Context: an optimization exercise on an open-source flow, tuned for small area, a short achievable clock period and few clock cycles. The choices shown serve that exercise and are no tape-out recipe. The RTL was checked by simulation tests, not by an equivalence proof against the original design. Power and IR drop assume default switching activity.

Setup of build 33:
## lenet
module lenet (
    input wire clk,
    input wire rst_n,
    input wire compute_start,
    output reg compute_finish,
    input wire [31:0] scale_CONV1,
    input wire [31:0] scale_CONV2,
    input wire [31:0] scale_CONV3,
    input wire [31:0] scale_FC1,
    input wire [31:0] scale_FC2,
    output wire [ 3:0] sram_weight_wea0,
    output wire [15:0] sram_weight_addr0,
    output wire [31:0] sram_weight_wdata0,
    input wire [31:0] sram_weight_rdata0,
    output wire [ 3:0] sram_weight_wea1,
    output wire [15:0] sram_weight_addr1,
    output wire [31:0] sram_weight_wdata1,
    input wire [31:0] sram_weight_rdata1,
    output reg [ 3:0] sram_act_wea0,
    output wire [15:0] sram_act_addr0,
    output wire [31:0] sram_act_wdata0,
    input wire [31:0] sram_act_rdata0,
    output reg [ 3:0] sram_act_wea1,
    output wire [15:0] sram_act_addr1,
    output wire [31:0] sram_act_wdata1,
    input wire [31:0] sram_act_rdata1
);
    reg rst_q, start_q;
  ...
For scale: about 8700 cells after synthesis, ~84000 um^2 of cells after synthesis.
Settings: LEC_CHECK=0, CAP_MARGIN=45, CORE_MARGIN=2, CORE_UTILIZATION=65, PLACE_DENSITY=0.75, SLEW_MARGIN=45; clock period 14.0 ns.
run.sh (not shown) runs the stock make flow with config.mk's settings and CLKGATE_MAP_FILE= SYNTH_SCRIPT=/design/flow/synth_recipe.tcl, a recipe that flattens the netlist after the stock synthesis.
Build 33 reached the end of the flow, and the finished layout is clean on the timing, DRC and antenna checks.
Testbench counts of build 33, summed over its fixed seeds: cycles 690,072.
--- input diff build 33..build 77 ---
- PLACE_DENSITY changed from 0.75 to 0.82
- CORE_UTILIZATION changed from 65 to 72
- CTS_BUF_LIST newly set to sky130_fd_sc_hd__clkbuf_8
--- outcome ---
Diff build 33 -> build 77: number of vias in the routed layout higher, footprint of the multi-input gates did not really move. Summary: total net switching power, build 77 worse than build 33. Diff build 33 -> build 77: sequential share of layout area essentially unchanged; critical path depth in cells increased 9; utilization increased 6.9 points. Compared build 33 against build 77; share of power burned in registers within noise. Going from build 33 to build 77, the total global-route track usage was found to have gone up by 4.4 points. Growth of design area from synthesis to finish ends up higher on build 33. Final hold slack for build 77 is lower than for build 33. Wire length was higher in build 77 than in build 33.
Modified inputs, build 31 compared to build 77
- a change of PLACE_DENSITY from 0.82 to 0.75
- a change of CORE_UTILIZATION from 72 to 65
==> comparison <==
- Between build 77 and build 31, the difference in net count of the finished layout is negligible.
- Between build 77 and build 31, the clock network fraction of total power figures differ only marginally.
- Taking build 77 as the reference, in build 31 antenna diode count decreased 10; sequential share of cell area ~0 delta; die area now sits higher; area share of buffers outside the clock network saw little to no change; overall power of the completed layout saw a decrease.
- Against build 77, build 31 comes in about 2.2% lower on routed wirelength normalized by instance count.
- The power share of the combinational group in build 31 sits 0.5 points below the value recorded for build 77.
- Build 31 vs. build 77: met1 layer wirelength in the final routing up 5.4%, x dimension of the die up 5.2%.

Starting RTL as in the previous note.
Design lenet, start of the top module:
module lenet (
    input wire clk,
    input wire rst_n,
    input wire compute_start,
    output reg compute_finish,
    input wire [31:0] scale_CONV1,
    input wire [31:0] scale_CONV2,
    input wire [31:0] scale_CONV3,
    input wire [31:0] scale_FC1,
    input wire [31:0] scale_FC2,
    output wire [ 3:0] sram_weight_wea0,
    output wire [15:0] sram_weight_addr0,
    output wire [31:0] sram_weight_wdata0,
    input wire [31:0] sram_weight_rdata0,
    output wire [ 3:0] sram_weight_wea1,
    output wire [15:0] sram_weight_addr1,
    output wire [31:0] sram_weight_wdata1,
    input wire [31:0] sram_weight_rdata1,
    output reg [ 3:0] sram_act_wea0,
    output wire [15:0] sram_act_addr0,
    output wire [31:0] sram_act_wdata0,
    input wire [31:0] sram_act_rdata0,
    output reg [ 3:0] sram_act_wea1,
    output wire [15:0] sram_act_addr1,
    output wire [31:0] sram_act_wdata1,
    input wire [31:0] sram_act_rdata1
);
clock: 14.0 ns
lec_check: 0
cap_margin: 45
core_margin: 2
core_utilization: 65
cts_buf_list: sky130_fd_sc_hd__clkbuf_8
place_density: 0.75
slew_margin: 65
Testbench counts at the start, summed over its fixed seeds: cycles 690,072.
Rerun with:
--- a/flow/config.mk
+++ b/flow/config.mk
@@ -6,8 +6,7 @@
 export NUM_CORES = 4
 export LEC_CHECK = 0
-export CAP_MARGIN = 45
+export CAP_MARGIN = 20
 export CORE_MARGIN = 2
 export CORE_UTILIZATION = 65
-export CTS_BUF_LIST = sky130_fd_sc_hd__clkbuf_8
 export PLACE_DENSITY = 0.75
-export SLEW_MARGIN = 65
+export SLEW_MARGIN = 20
Result:
- worst hold slack is better by 0.0046 ns
- power rises by 1.0%
- final cell count falls by about 1.1%
- clock power rises by 17%
- flip-flop and latch count does not change
- first-iteration DRC count rises by 1.2%
- synthesized area stays the same
- final area falls by 0.69%
- sequential power rises by about 0.8%
- via count falls by 0.55%
- setup slack is worse by 0.079 ns

==> afterwards: timing with drivers on the ports <==
No port has a modelled driver above. Below, the same layouts with a new extraction and two added sets of constraints.
Step 1 assumes that a clkbuf_16 drives the clock port and a buf_2 every other input.
Step 2 moves the port delays by t, midway between the first and last clock arrival at a register: inputs arrive t later, outputs are due t later. That takes back most of the time a late clock gives input paths.
a / b / c = ideal / step 1 / step 2; a / b = the first two.
run	shift t [ns]	slack for setup (ns)	worst hold slack (ns)	clock arrival spread, ns	worst register clock-pin slew, ns
build 33	0.800	9.211 / 9.211 / 9.211	0.325 / 0.325 / 0.325	0.041 / 0.041	0.07 / 0.07
build 77	1.010	8.893 / 8.893 / 8.893	0.321 / 0.321 / 0.321	0.059 / 0.059	0.07 / 0.07
build 31	0.986	9.109 / 9.030 / 9.138	0.329 / 0.329 / 0.329	0.089 / 0.089	0.09 / 0.09
the first run of note 2	0.994	9.062 / 8.984 / 9.245	0.321 / 0.321 / 0.321	0.068 / 0.068	0.08 / 0.08
the second run of note 2	0.806	8.983 / 8.983 / 8.983	0.325 / 0.325 / 0.325	0.045 / 0.044	0.07 / 0.07
After both steps setup and hold are still met in every run listed.
